This is an optimization exercise on Yosys and OpenROAD, whose aim is small area, not a production implementation.
At most, simulation tests tie the RTL to the original design; equivalence was not proved.
Power and IR drop assume default switching activity.

==> module task2, before the edit <==
module task2 (clock, reset_neg, PS2_clock, PS2_data, finish_flag, neg_edge, overflow, bit_counter, output_data, output_data_2, Seven_Segment_display, Seven_Segment_display_1);
input clock, reset_neg, PS2_clock, PS2_data;
output logic finish_flag, neg_edge, overflow;
output logic [3:0] bit_counter;
output logic [6:0] Seven_Segment_display, Seven_Segment_display_1;
output logic [7:0] output_data, output_data_2;
logic filt;
logic [3:0] run;
logic run_inc;
assign run_inc = PS2_clock ^ filt ^ run[3];
always_ff @(posedge clock, negedge reset_neg)
if (!reset_neg) begin
  filt <= 1'b0;
  run <= 4'd0;
end else begin
  filt <= filt ^ run[3];
  run[0] <= run_inc & ~run[0];
  run[1] <= run_inc & (run[1] ^ run[0]);
  run[2] <= run_inc & (run[2] ^ (run[1] & run[0]));
  run[3] <= run_inc & run[2] & run[1] & run[0];
end
assign neg_edge = filt & run[3];
logic [3:0] cs;
logic idle;
assign idle = cs[3] & cs[2];
assign bit_counter = {cs[3] & ~cs[2], cs[2] & ~cs[3], cs[1:0]};
assign overflow = cs[3] & cs[1];
assign finish_flag = overflow;
always_ff @(posedge clock, negedge reset_neg)
if (!reset_neg)
  cs <= 4'b1100;
else if (overflow)
  cs <= 4'b1100;
else if (neg_edge)
  cs <= idle ? 4'd0 : cs + 4'd1;
logic [7:0] rx;
always_ff @(posedge clock)
if (neg_edge & ~cs[3])
  rx <= {PS2_data, rx[7:1]};
logic is_f0, is_5a, is_dig;
logic [3:0] dig;
assign is_f0 = rx == 8'hF0;
assign is_5a = rx == 8'h5A;
assign is_dig = (rx == 8'h45) | (rx == 8'h16) | (rx == 8'h1E) | (rx == 8'h26) | (rx == 8'h25) |
                (rx == 8'h2E) | (rx == 8'h36) | (rx == 8'h3D) | (rx == 8'h3E) | (rx == 8'h46);
localparam [2:0] ST_N  = 3'b000;   
localparam [2:0] ST_S1 = 3'b001;   
localparam [2:0] ST_S2 = 3'b010;   
localparam [2:0] ST_S3 = 3'b011;   
localparam [2:0] ST_F2 = 3'b100;   
localparam [2:0] ST_E2 = 3'b101;   
localparam [2:0] ST_F1 = 3'b110;   
localparam [2:0] ST_E1 = 3'b111;   
logic [2:0] st;
logic pd;
logic [3:0] ds, dp;   
logic [3:0] ones;
logic tens;
logic ev_f0, ev_dig, ev_5a;
assign ev_f0 = overflow & is_f0;
assign ev_dig = overflow & pd & is_dig;
assign ev_5a = overflow & pd & is_5a;
logic ld1, ld2;
assign ld1 = ev_dig & ((st == ST_N) | (st == ST_F1));
assign ld2 = ev_dig & (st == ST_E1);
logic [4:0] bsum;
logic s_c;
logic [3:0] s_ones;
assign bsum = ds + dp;
assign s_c = bsum[4] | (bsum[3] & (bsum[2] | bsum[1]));
assign s_ones = {(bsum[3] & ~s_c) | (bsum[4] & bsum[1]), bsum[2] ^ (s_c & ~bsum[1]), bsum[1] ^ s_c, bsum[0]};
always_ff @(posedge clock, negedge reset_neg)
if (!reset_neg) begin
  st <= ST_N;
  pd <= 1'b0;
end else begin
  if (ev_f0)
    pd <= 1'b1;
  else if (ld1 | ld2 | (ev_5a & ((st == ST_F1) | (st == ST_F2))))
    pd <= 1'b0;
  case (st)
    ST_N:  if (ev_dig) st <= ST_F1;
    ST_F1: if (ev_5a) st <= ST_E1;
    ST_E1: if (ev_dig) st <= ST_F2;
    ST_F2: if (ev_5a) st <= ST_E2;
    ST_E2: st <= ST_S1;
    ST_S1: st <= ST_S2;
    ST_S2: st <= ST_S3;
    ST_S3: if (ev_f0) st <= ST_N;
  endcase
end
always_ff @(posedge clock, negedge reset_neg)
if (!reset_neg) begin
  ones <= 4'd0;
  tens <= 1'b0;
end else if (st == ST_S2) begin
  ones <= s_ones;
  tens <= s_c;
end
always_ff @(posedge clock)
if (ld1 | ld2)
  ds <= dig;
always_ff @(posedge clock)
if (ld2)
  dp <= ds;
logic scanmode, showsum;
assign scanmode = st[2] | (~st[1] & st[0]);
assign showsum = ~st[2] & st[1];
logic [3:0] dsel, segv;
logic [6:0] scan, seg;
assign dsel = ds;
assign segv = st[2] ? dsel : (st[1] ? ones : 4'd0);
assign output_data = scanmode ? {1'b0, scan} : {4'd0, ones};
assign output_data_2 = {1'b0, scanmode, 3'b000, scanmode, 1'b0, scanmode | tens};
assign Seven_Segment_display = seg;
assign Seven_Segment_display_1 = {1'b1, {3{showsum & tens}}, 2'b00, showsum & tens};
assign dig[0] = (~rx[4] & rx[1]) | (rx[4] & rx[0]) | (~rx[5] & ~rx[3] & rx[1]);
assign dig[1] = (~rx[5] & rx[3]) | (rx[5] & ~rx[3] & rx[1]) | (rx[4] & rx[0]);
assign dig[2] = (rx[5] & rx[4] & ~rx[3]) | (~rx[4] & rx[3]) | (rx[5] & rx[0]);
assign dig[3] = (rx[6] & rx[1]) | (rx[5] & rx[4] & rx[3] & rx[1]);
assign scan[0] = (~dsel[3] & ~dsel[1] & ~dsel[0]) | (dsel[2] & dsel[1] & dsel[0]);
assign scan[1] = ~((~dsel[3] & ~dsel[1] & ~dsel[0]) | (dsel[2] & dsel[1] & dsel[0]));
assign scan[2] = 1'b1;
assign scan[3] = (dsel[3] & ~dsel[0]) | (~dsel[2] & dsel[1] & ~dsel[0]) | (dsel[2] & dsel[0]);
assign scan[4] = (~dsel[3] & ~dsel[2] & ~dsel[1] & dsel[0]) | (dsel[3] & ~dsel[0]) | (dsel[1] & ~dsel[0]) | (dsel[2] & dsel[1]);
assign scan[5] = (dsel[1] & dsel[0]) | (dsel[3] & ~dsel[0]) | (dsel[2]);
assign scan[6] = (~dsel[3] & ~dsel[2] & ~dsel[1] & ~dsel[0]) | (dsel[3] & dsel[0]);
assign seg[0] = (~segv[3] & ~segv[2] & ~segv[1] & segv[0]) | (segv[2] & ~segv[1] & ~segv[0]);
assign seg[1] = (segv[2] & ~segv[1] & segv[0]) | (segv[2] & segv[1] & ~segv[0]);
assign seg[2] = (~segv[2] & segv[1] & ~segv[0]);
assign seg[3] = (~segv[3] & ~segv[2] & ~segv[1] & segv[0]) | (segv[2] & ~segv[1] & ~segv[0]) | (segv[2] & segv[1] & segv[0]);
assign seg[4] = (segv[0]) | (segv[2] & ~segv[1]);
assign seg[5] = (~segv[3] & ~segv[2] & segv[0]) | (~segv[2] & segv[1]) | (segv[1] & segv[0]);
assign seg[6] = (~segv[3] & ~segv[2] & ~segv[1]) | (segv[2] & segv[1] & segv[0]);
endmodule
clock: 10.0 ns
lec_check: 0
cap_margin: 20
core_margin: 2
core_utilization: 40
slew_margin: 20
standard.sh (not shown) runs the stock make flow with config.mk's settings and CLKGATE_MAP_FILE= SYNTH_SCRIPT=/design/flow/synth_recipe.tcl, a recipe that flattens the netlist after the stock synthesis.
==> flow/flow/run.sh <==
#!/bin/bash
set -o pipefail
export BUFFER_PORTS_ARGS="-buffer_cell sky130_fd_sc_hd__buf_1"
export CTS_ARGS="-sink_clustering_enable -repair_clock_nets -dont_use_dummy_load -buf_list sky130_fd_sc_hd__clkbuf_4 -sink_clustering_size 40 -sink_clustering_max_diameter 300"
bash standard.sh > standard.log 2>&1
Change:
--- a/flow/design.v
+++ b/flow/design.v
@@ -52,11 +52,11 @@
 localparam [2:0] ST_E2 = 3'b101;   
 localparam [2:0] ST_F1 = 3'b110;   
 localparam [2:0] ST_E1 = 3'b111;   
 logic [2:0] st;
 logic pd;
-logic [3:0] ds, dp;   
+logic [3:0] d1, d2;
 logic [3:0] ones;
 logic tens;
 logic ev_f0, ev_dig, ev_5a;
 assign ev_f0 = overflow & is_f0;
 assign ev_dig = overflow & pd & is_dig;
@@ -65,11 +65,11 @@
 assign ld1 = ev_dig & ((st == ST_N) | (st == ST_F1));
 assign ld2 = ev_dig & (st == ST_E1);
 logic [4:0] bsum;
 logic s_c;
 logic [3:0] s_ones;
-assign bsum = ds + dp;
+assign bsum = d1 + d2;
 assign s_c = bsum[4] | (bsum[3] & (bsum[2] | bsum[1]));
 assign s_ones = {(bsum[3] & ~s_c) | (bsum[4] & bsum[1]), bsum[2] ^ (s_c & ~bsum[1]), bsum[1] ^ s_c, bsum[0]};
 always_ff @(posedge clock, negedge reset_neg)
 if (!reset_neg) begin
   st <= ST_N;
@@ -97,21 +97,21 @@
 end else if (st == ST_S2) begin
   ones <= s_ones;
   tens <= s_c;
 end
 always_ff @(posedge clock)
-if (ld1 | ld2)
-  ds <= dig;
+if (ld1)
+  d1 <= dig;
 always_ff @(posedge clock)
 if (ld2)
-  dp <= ds;
+  d2 <= dig;
 logic scanmode, showsum;
 assign scanmode = st[2] | (~st[1] & st[0]);
 assign showsum = ~st[2] & st[1];
 logic [3:0] dsel, segv;
 logic [6:0] scan, seg;
-assign dsel = ds;
+assign dsel = st[1] ? d1 : d2;
 assign segv = st[2] ? dsel : (st[1] ? ones : 4'd0);
 assign output_data = scanmode ? {1'b0, scan} : {4'd0, ones};
 assign output_data_2 = {1'b0, scanmode, 3'b000, scanmode, 1'b0, scanmode | tens};
 assign Seven_Segment_display = seg;
 assign Seven_Segment_display_1 = {1'b1, {3{showsum & tens}}, 2'b00, showsum & tens};
What happened: The changed run finished with timing, DRC and antenna clean. Non-clock buffer count does not change. Die area went up by a few percent. Area after synthesis went up by a few percent. Total power hardly moves. Global-route usage went up by 0.15 points.
Function not checked in the second run of this note: the RTL went through the layout flow alone.

==> re-timing with driven ports <==
In the flow no input, the clock included, has a driving cell. The finished layouts below were timed again as built, in two steps.
Step 1, drivers: a clkbuf_16 drives clock and a buf_2 each remaining input, both assumed.
Step 2 also shifts input and output timing later by t, the mid clock arrival at the registers, as if the neighbouring blocks saw the same clock.
Slacks: no drivers / after step 1 / after step 2; pairs: no drivers / after step 1.
run	shift t [ns]	setup WS [ns]	worst hold slack (ns)	latest minus earliest clock arrival (ns)	slew at the worst register clock pin (ns)
the first run	0.339	5.778 / 5.753 / 6.092	0.467 / 0.467 / 0.467	0.005 / 0.005	0.09 / 0.09
the second run	0.350	5.601 / 5.576 / 5.925	0.462 / 0.462 / 0.462	0.018 / 0.017	0.10 / 0.10
After both steps setup and hold are still met in every run listed.
